What follows belongs to an exercise in optimizing a design on an open flow for small area; a production flow would make more cautious choices. Only simulation tests tie the RTL to the original design; equivalence was not proved.

old:
==> flow/design.v <==
module Snake404
(
input [1:0] KEY ,  
input clockInp,  
input reset,  
output [47:0] HEX,  
output [9:0] LED  
);
function [2:0] jinc; input [2:0] j; jinc = {j[1], j[0], ~j[2]}; endfunction
function [2:0] jdec; input [2:0] j; jdec = {~j[0], j[2], j[1]}; endfunction
function [5:0] step_pos;
    input [5:0] p;
    input [2:0] c;
    reg [2:0] cp, s;
    reg up, dn;  
    begin
        cp = p[2:0];
        s = cp; up = 1'b0; dn = 1'b0;
        if (c[2]) begin  
            if (cp == 3'd1) s = 3'd2;
            else if (cp == 3'd2) s = 3'd1;
            else if (cp == 3'd4) s = 3'd5;
            else if (cp == 3'd5) s = 3'd4;
            else if (cp == 3'd3) s = c[1] ? (c[0] ? 3'd1 : 3'd2) : (c[0] ? 3'd4 : 3'd5);
            else s = c[1] ? (c[0] ? 3'd2 : 3'd1) : (c[0] ? 3'd5 : 3'd4);  
        end
        else if (cp == 3'd0 || cp == 3'd3 || cp == 3'd6) begin
            up = !c[1]; dn = c[1];
        end
        else if (cp == 3'd1 || cp == 3'd2) begin
            s = c[0] ? (cp == 3'd1 ? 3'd0 : 3'd3) : (cp == 3'd1 ? 3'd3 : 3'd6);
            dn = c[1];
        end
        else begin  
            s = c[0] ? (cp == 3'd4 ? 3'd0 : 3'd3) : (cp == 3'd4 ? 3'd3 : 3'd6);
            up = !c[1];
        end
        step_pos[2:0] = s;
        step_pos[5:3] = up ? jinc(p[5:3]) : dn ? jdec(p[5:3]) : p[5:3];
    end
endfunction
function [2:0] cand_code;
    input [2:0] cp;
    input [2:0] k;
    begin
        if (cp == 3'd0 || cp == 3'd3 || cp == 3'd6)
            cand_code = k[2] ? {1'b0, k[0], 1'b0} : {1'b1, k[1:0]};
        else
            cand_code = (k == 3'd0) ? 3'b100 : {1'b0, 2'(k - 3'd1)};
    end
endfunction
localparam [47:0] MSG_COOL = 48'b111111111000111010001000100010001000111111111111;
localparam [47:0] MSG_LOSE = 48'b100010011111111110001111100010001010001010000110;
reg [47:0] hq;       
reg [4:0] cnt;       
reg mclk;            
reg [3:0] nl;        
reg [4:0] c5;        
reg eg;              
reg pressed, applied;
reg [2:0] dhv;       
reg [5:0] apple;
reg [2:0] lc;        
reg [5:0] headpos;
reg [5:0] tail;
reg [4:0] ph;        
reg [4:0] kH;        
reg [4:0] kT;        
reg pT;              
reg [2:0] pend;      
reg [2:0] ring [0:29];
reg adv;             
reg [1:0] wst;       
reg [5:0] wpos;
reg [5:0] tf;        
reg [3:0] sf;        
integer i;
genvar g;
generate for (g = 0; g < 48; g = g + 1) begin : gh
    if (g % 8 == 7) begin : dot
        assign HEX[g] = 1'b1;
    end
    else begin : seg
        assign HEX[g] = hq[g];
    end
end endgenerate
wire ledu = c5[3] & !eg;                  
generate for (g = 0; g < 10; g = g + 1) begin : gl
    assign LED[g] = (nl > g);
end endgenerate
wire ph_h = (kH == 5'd0);
wire ph_t = (kT == 5'd0);
wire [2:0] code = ph_h ? pend : ring[29];
wire idle = (wst == 2'd0);
wire w_start = (wst == 2'd1) && ph_t;
wire [5:0] sx = idle ? headpos : (w_start ? tail : wpos);
wire [2:0] sc = idle ? dhv : code;
wire [5:0] sy = step_pos(sx, sc);
wire [5:0] np = sy;
wire [5:0] cin = sy;
wire [2:0] hj = headpos[5:3], cj = cin[5:3], hs = headpos[2:0], cs = cin[2:0];
wire e0 = (cj == hj), ep = (cj == jinc(hj)), em = (cj == jdec(hj));
wire [5:0] match;
generate for (g = 0; g < 6; g = g + 1) begin : mt
    wire [5:0] t = step_pos({3'b000, hs}, cand_code(hs, g));    
    assign match[g] = (cs == t[2:0]) && ((t[5:3] == 3'b000) ? e0 : (t[5:3] == 3'b001) ? ep : em);
end endgenerate
wire wrap = ledu ? (cnt[4] & cnt[2]) : (cnt[4] & cnt[1] & cnt[0]);    
wire stp = wrap && mclk;
wire mv = !eg && c5[2];                   
wire egend = c5[4] & c5[2];               
wire typeA = (headpos[2:0] == 3'd0) || (headpos[2:0] == 3'd3) || (headpos[2:0] == 3'd6);
reg [2:0] nslot;
reg [1:0] rslot, lslot;
always @* begin
    if (typeA) begin
        nslot = dhv[2] ? {1'b0, dhv[1:0]} : {2'b10, dhv[1]};
        if (!dhv[2]) begin
            rslot = {dhv[1], 1'b0};
            lslot = {dhv[1], 1'b1};
        end
        else begin
            rslot = {1'b0, dhv[0]};
            lslot = {1'b1, dhv[0]};
        end
    end
    else begin
        nslot = dhv[2] ? 3'd0 : {1'b0, dhv[1:0]} + 3'd1;
        rslot = 2'd0;
        lslot = 2'd0;
    end
end
wire crash = tf[nslot] || (pT && np == 6'd0) || (sf[rslot] && sf[lslot]);
wire eat = (apple == np);
wire win = eat && (lc == 3'd4) && !(nl[3] && nl[1] && nl[0]);   
function [4:0] inc30; input [4:0] x; inc30 = (x == 5'd29) ? 5'd0 : x + 5'd1; endfunction
wire moved = stp && mv && !crash;             
wire [5:0] apple_n = (apple[2:0] == 3'd0) ? {~apple[5:3], 3'd6}
                                         : {~jinc(apple[5:3]), apple[2:0] - 3'd1};
wire [3:0] nl_n = (stp && !eg) ? ((mv && crash) ? 4'd0 : (ledu ? nl : nl + 4'd1)) : nl;
function [5:0] dig1h; input [2:0] j;
    dig1h = {j[2] & ~j[1], j[1] & ~j[0], j[2] & j[0], j[1] & ~j[2], ~j[1] & j[0], ~j[2] & ~j[0]};
endfunction
wire [5:0] dA = dig1h(apple[5:3]), dT = dig1h(tail[5:3]), dN = dig1h(np[5:3]);
wire [7:0] sA = 8'd1 << apple[2:0], sT = 8'd1 << tail[2:0], sN = 8'd1 << np[2:0];
localparam [47:0] APPLES = (48'd1 << 0) | (48'd1 << 3) | (48'd1 << 6) | (48'd1 << 10) | (48'd1 << 13) |
                           (48'd1 << 17) | (48'd1 << 20) | (48'd1 << 24) | (48'd1 << 27) | (48'd1 << 30) |
                           (48'd1 << 34) | (48'd1 << 37) | (48'd1 << 41) | (48'd1 << 44);
wire rst1 = reset || (stp && eg && egend);           
wire tk = stp && !eg && !reset;                       
wire mvt = tk && mv;                                   
wire lsx = mvt && crash;                               
wire wnx = mvt && !crash && win;                       
wire nmx = mvt && !crash && !win;                      
wire [3:0] f1 = {rst1 | lsx | wnx, rst1 | lsx, rst1 | wnx, rst1};    
wire [3:0] f0 = {1'b0, wnx, lsx, lsx | wnx};
wire [5:0] dAt = dA & {6{tk}}, dTn = dT & {6{nmx}}, dNn = dN & {6{nmx}};
wire [47:0] hn;
generate for (g = 0; g < 48; g = g + 1) begin : hb
    wire a = APPLES[g] & dAt[g/8] & sA[g%8];
    wire t = dTn[g/8] & sT[g%8];
    wire h = dNn[g/8] & sN[g%8];
    wire s1 = f1[{MSG_LOSE[g], MSG_COOL[g]}] | (t & ~h);
    wire s0 = f0[{MSG_LOSE[g], MSG_COOL[g]}] | h;
    wire u = s1 | (hq[g] & ~s0);
    assign hn[g] = (a & ~hq[g]) | (~a & u);
end endgenerate
always @(posedge clockInp) begin
    wpos <= (w_start && !adv) ? tail : sy;
    tf <= w_start ? 6'd0 : (tf | (match & {6{wst[1]}}));
    pT <= w_start ? 1'b0 : (pT | (wst == 2'd3 && ph == 5'd0));
    sf <= w_start ? 4'd0 : (sf | (match[3:0] & {4{wst == 2'd3}}));
end
always @(posedge clockInp) begin
    hq <= hn;
    for (i = 1; i < 30; i = i + 1) ring[i] <= ring[i-1];
    ring[0] <= code;
    if (reset) begin
        ph <= 0;
        kH <= 0;
        kT <= 0;
        cnt <= 0;
        mclk <= 0;
        nl <= 0;
        c5 <= 0;
        eg <= 0;
        pressed <= 0;
        applied <= 0;
        dhv <= 0;
        apple <= 0;
        lc <= 0;
        headpos <= 0;
        tail <= 0;
        adv <= 0;
        wst <= 2'd1;
    end
    else begin
        ph <= inc30(ph);
        kH <= moved ? kH : inc30(kH);
        if (stp && mv && (crash || win)) kT <= moved ? kH : inc30(kH);    
        else if (!(moved && !eat)) kT <= inc30(kT);                       
        begin : btn
            reg a1, p1;
            a1 = wrap ? 1'b0 : applied;
            p1 = (KEY == 2'b11) ? 1'b0 : pressed;
            if (!KEY[0] && !p1 && !a1) begin
                p1 = 1; a1 = 1;
                if (!dhv[2]) dhv <= {1'b1, dhv[1], ~dhv[1]};
                else dhv <= {1'b0, dhv[0], dhv[0]};
            end
            else if (!KEY[1] && !p1 && !a1) begin
                p1 = 1; a1 = 1;
                if (!dhv[2]) dhv <= {1'b1, dhv[1], dhv[1]};
                else dhv <= {1'b0, ~dhv[0], dhv[0]};
            end
            pressed <= p1;
            applied <= a1;
        end
        case (wst)
            2'd1: if (ph_t) begin
                if (adv) tail <= sy;
                adv <= 0;
                wst <= ph_h ? 2'd0 : 2'd2;
            end
            2'd2: wst <= ph_h ? 2'd0 : 2'd3;
            2'd3: wst <= ph_h ? 2'd0 : 2'd3;
            default: ;
        endcase
        cnt <= wrap ? {1'b0, nl_n} : cnt + 5'd1;
        nl <= nl_n;
        if (wrap) mclk <= ~mclk;
        if (stp) begin
            if (eg) begin
                c5 <= egend ? 5'd0 : c5 + 5'd1;
                if (egend) eg <= 0;
            end
            else begin
                c5 <= {2'b01, mv ? 3'd0 : c5[2:0] + 3'd1};
                if (mv) begin
                    wst <= 2'd1;
                    if (crash) begin
                        eg <= 1;
                        apple <= 0;
                        lc <= 0;
                        c5 <= 0;
                        headpos <= 0;
                        tail <= 0;
                        adv <= 0;
                    end
                    else begin
                        headpos <= np;
                        pend <= dhv;
                        if (eat) begin
                            apple <= apple_n;
                            lc <= lc + 3'd1;
                        end
                        if (win) begin
                            lc <= 0;
                            c5 <= 0;
                            eg <= 1;
                            tail <= np;
                            adv <= 0;
                        end
                        else if (eat) adv <= 0;
                        else begin
                            adv <= 1;
                        end
                    end
                end
            end
        end
    end
end
endmodule
clock: 100.0 ns
lec_check: 0
cap_margin: 20
core_margin: 2
core_utilization: 70
slew_margin: 20
standard.sh (not shown) runs the stock make flow with config.mk's settings and CLKGATE_MAP_FILE= SYNTH_SCRIPT=/design/flow/synth_recipe.tcl, a recipe that flattens the netlist after the stock synthesis.
==> flow/flow/run.sh <==
#!/bin/bash
# Own layout flow: the standard flow (standard.sh) with three changes.
#  1. Synthesis is the standard flow's own synthesis script, except that ABC maps the logic with the
#     area-oriented script flow/area.abc and Yosys does not extract half/full adders first.
#     (&deepsyn, a time-limited search, then area-oriented mapping.)
#     Registers are inferred and mapped exactly as in the standard synthesis (ABC only sees
#     the logic between them), so they keep their names and cell types.
#  2. Ports are buffered with the smallest buffer cell.
#  3. Clock tree synthesis uses clkbuf_8 buffers, clusters of at most 16 flip-flops and no dummy
#     loads (the standard settings build the tree from clkbuf_16 cells).
# Each tool's output goes to a log file in this folder (synth.log, layout.log) and ORFS's own
# logs under orfs/logs.
set -euo pipefail
W=$(pwd)
RES="$W/orfs/results/$FLOW_PLATFORM/Snake404/base"
ABC="$W/flow/area.abc"

# synth_recipe.tcl, with Yosys's abc command redirected to our script
{
  cat <<EOF
proc abc {args} {
  set out {}
  set skip 0
  foreach a \$args {
    if {\$skip} { set skip 0; continue }
    if {\$a eq "-script"} { set skip 1; continue }
    lappend out \$a
  }
  yosys abc -script $ABC {*}\$out
}
EOF
  cat "$W/synth_recipe.tcl"
} > "$W/own_synth.tcl"

make -C "$FLOW_HOME" DESIGN_CONFIG="$W/config.mk" WORK_HOME="$W/orfs" CLKGATE_MAP_FILE= \
  SYNTH_SCRIPT="$W/own_synth.tcl" ADDER_MAP_FILE= "$RES/1_2_yosys.v" > "$W/synth.log" 2>&1

CTS="-sink_clustering_enable -sink_clustering_size 16 -sink_clustering_max_diameter 60"
CTS="$CTS -buf_list sky130_fd_sc_hd__clkbuf_8 -root_buf sky130_fd_sc_hd__clkbuf_8 -dont_use_dummy_load -repair_clock_nets"
bash "$W/standard.sh" "BUFFER_PORTS_ARGS=-buffer_cell sky130_fd_sc_hd__buf_1" "CTS_ARGS=$CTS" finish \
  > "$W/layout.log" 2>&1
==> flow/flow/area.abc <==
strash; &get -n; &deepsyn -T 300; &put; &get -n; &dch -f; &nf -a -R 1000; &put; topo; dnsize -c
> inputs changed (old -> new)
--- a/flow/design.v
+++ b/flow/design.v
@@ -94,5 +94,5 @@
 wire idle = (wst == 2'd0);
 wire w_start = (wst == 2'd1) && ph_t;
-wire [5:0] sx = idle ? headpos : (w_start ? tail : wpos);
+wire [5:0] sx = idle ? headpos : wpos;    
 wire [2:0] sc = idle ? dhv : code;
 wire [5:0] sy = step_pos(sx, sc);
@@ -166,6 +166,10 @@
     assign hn[g] = (a & ~hq[g]) | (~a & u);
 end endgenerate
+wire [5:0] tail_n = (reset || (stp && mv && crash)) ? 6'd0 :
+                    (stp && mv && win) ? np :
+                    (w_start && adv) ? sy : tail;
 always @(posedge clockInp) begin
-    wpos <= (w_start && !adv) ? tail : sy;
+    wpos <= (!wst[1] && !(w_start && adv)) ? tail_n : sy;
+    tail <= tail_n;
     tf <= w_start ? 6'd0 : (tf | (match & {6{wst[1]}}));
     pT <= w_start ? 1'b0 : (pT | (wst == 2'd3 && ph == 5'd0));
@@ -191,5 +195,4 @@
         lc <= 0;
         headpos <= 0;
-        tail <= 0;
         adv <= 0;
         wst <= 2'd1;
@@ -219,5 +222,4 @@
         case (wst)
             2'd1: if (ph_t) begin
-                if (adv) tail <= sy;
                 adv <= 0;
                 wst <= ph_h ? 2'd0 : 2'd2;
@@ -245,5 +247,4 @@
                         c5 <= 0;
                         headpos <= 0;
-                        tail <= 0;
                         adv <= 0;
                     end
@@ -259,5 +260,4 @@
                             c5 <= 0;
                             eg <= 1;
-                            tail <= np;
                             adv <= 0;
                         end
Findings:
new completed; timing, DRC and antenna clean
Against old as the reference, new delivers a higher global-route total usage across every layer.
Final net count: lower on old
new ended with less average detailed-routed wire length per instance than old.
Relative to old, number of ordinary and repair buffers in the finished layout has increased by about 10% in new.
old -> new: x dimension of the die flat
Termination of the worst setup path = hq[44]: old; termination of the worst setup path = hq[27]: new
Looking only at via count, and setting everything else aside, the lower value of new and old goes to old.

[afterwards: timing with drivers on the ports]
The flow's constraints put no driver on any port. The routed layouts listed below were extracted and timed again, unchanged, in two steps.
Step 1 sets driving cells, clkbuf_16 on the clock port and buf_2 on the other inputs (assumed; they add their load-dependent delay and slew).
Step 2 moves the port delays by t, midway between the first and last clock arrival at a register: inputs arrive t later, outputs are due t later. That takes back most of the time a late clock gives input paths.
Slacks: ideal / step 1 / step 2; pairs: ideal / step 1.
run | t (ns) | setup slack, ns | worst hold slack (ns) | clock arrival spread, ns | worst slew at a driven data input, ns
old | 0.510 | 77.538 / 77.546 / 77.036 | 0.318 / 0.318 / 0.318 | 0.040 / 0.040 | 0.03
new | 0.530 | 77.539 / 77.560 / 77.029 | 0.328 / 0.328 / 0.328 | 0.045 / 0.045 | 0.03
After both steps setup and hold are still met in every run listed. For new, which loses most, drivers alone change the setup slack by +0.021 ns; drivers and shift together by -0.510 ns.
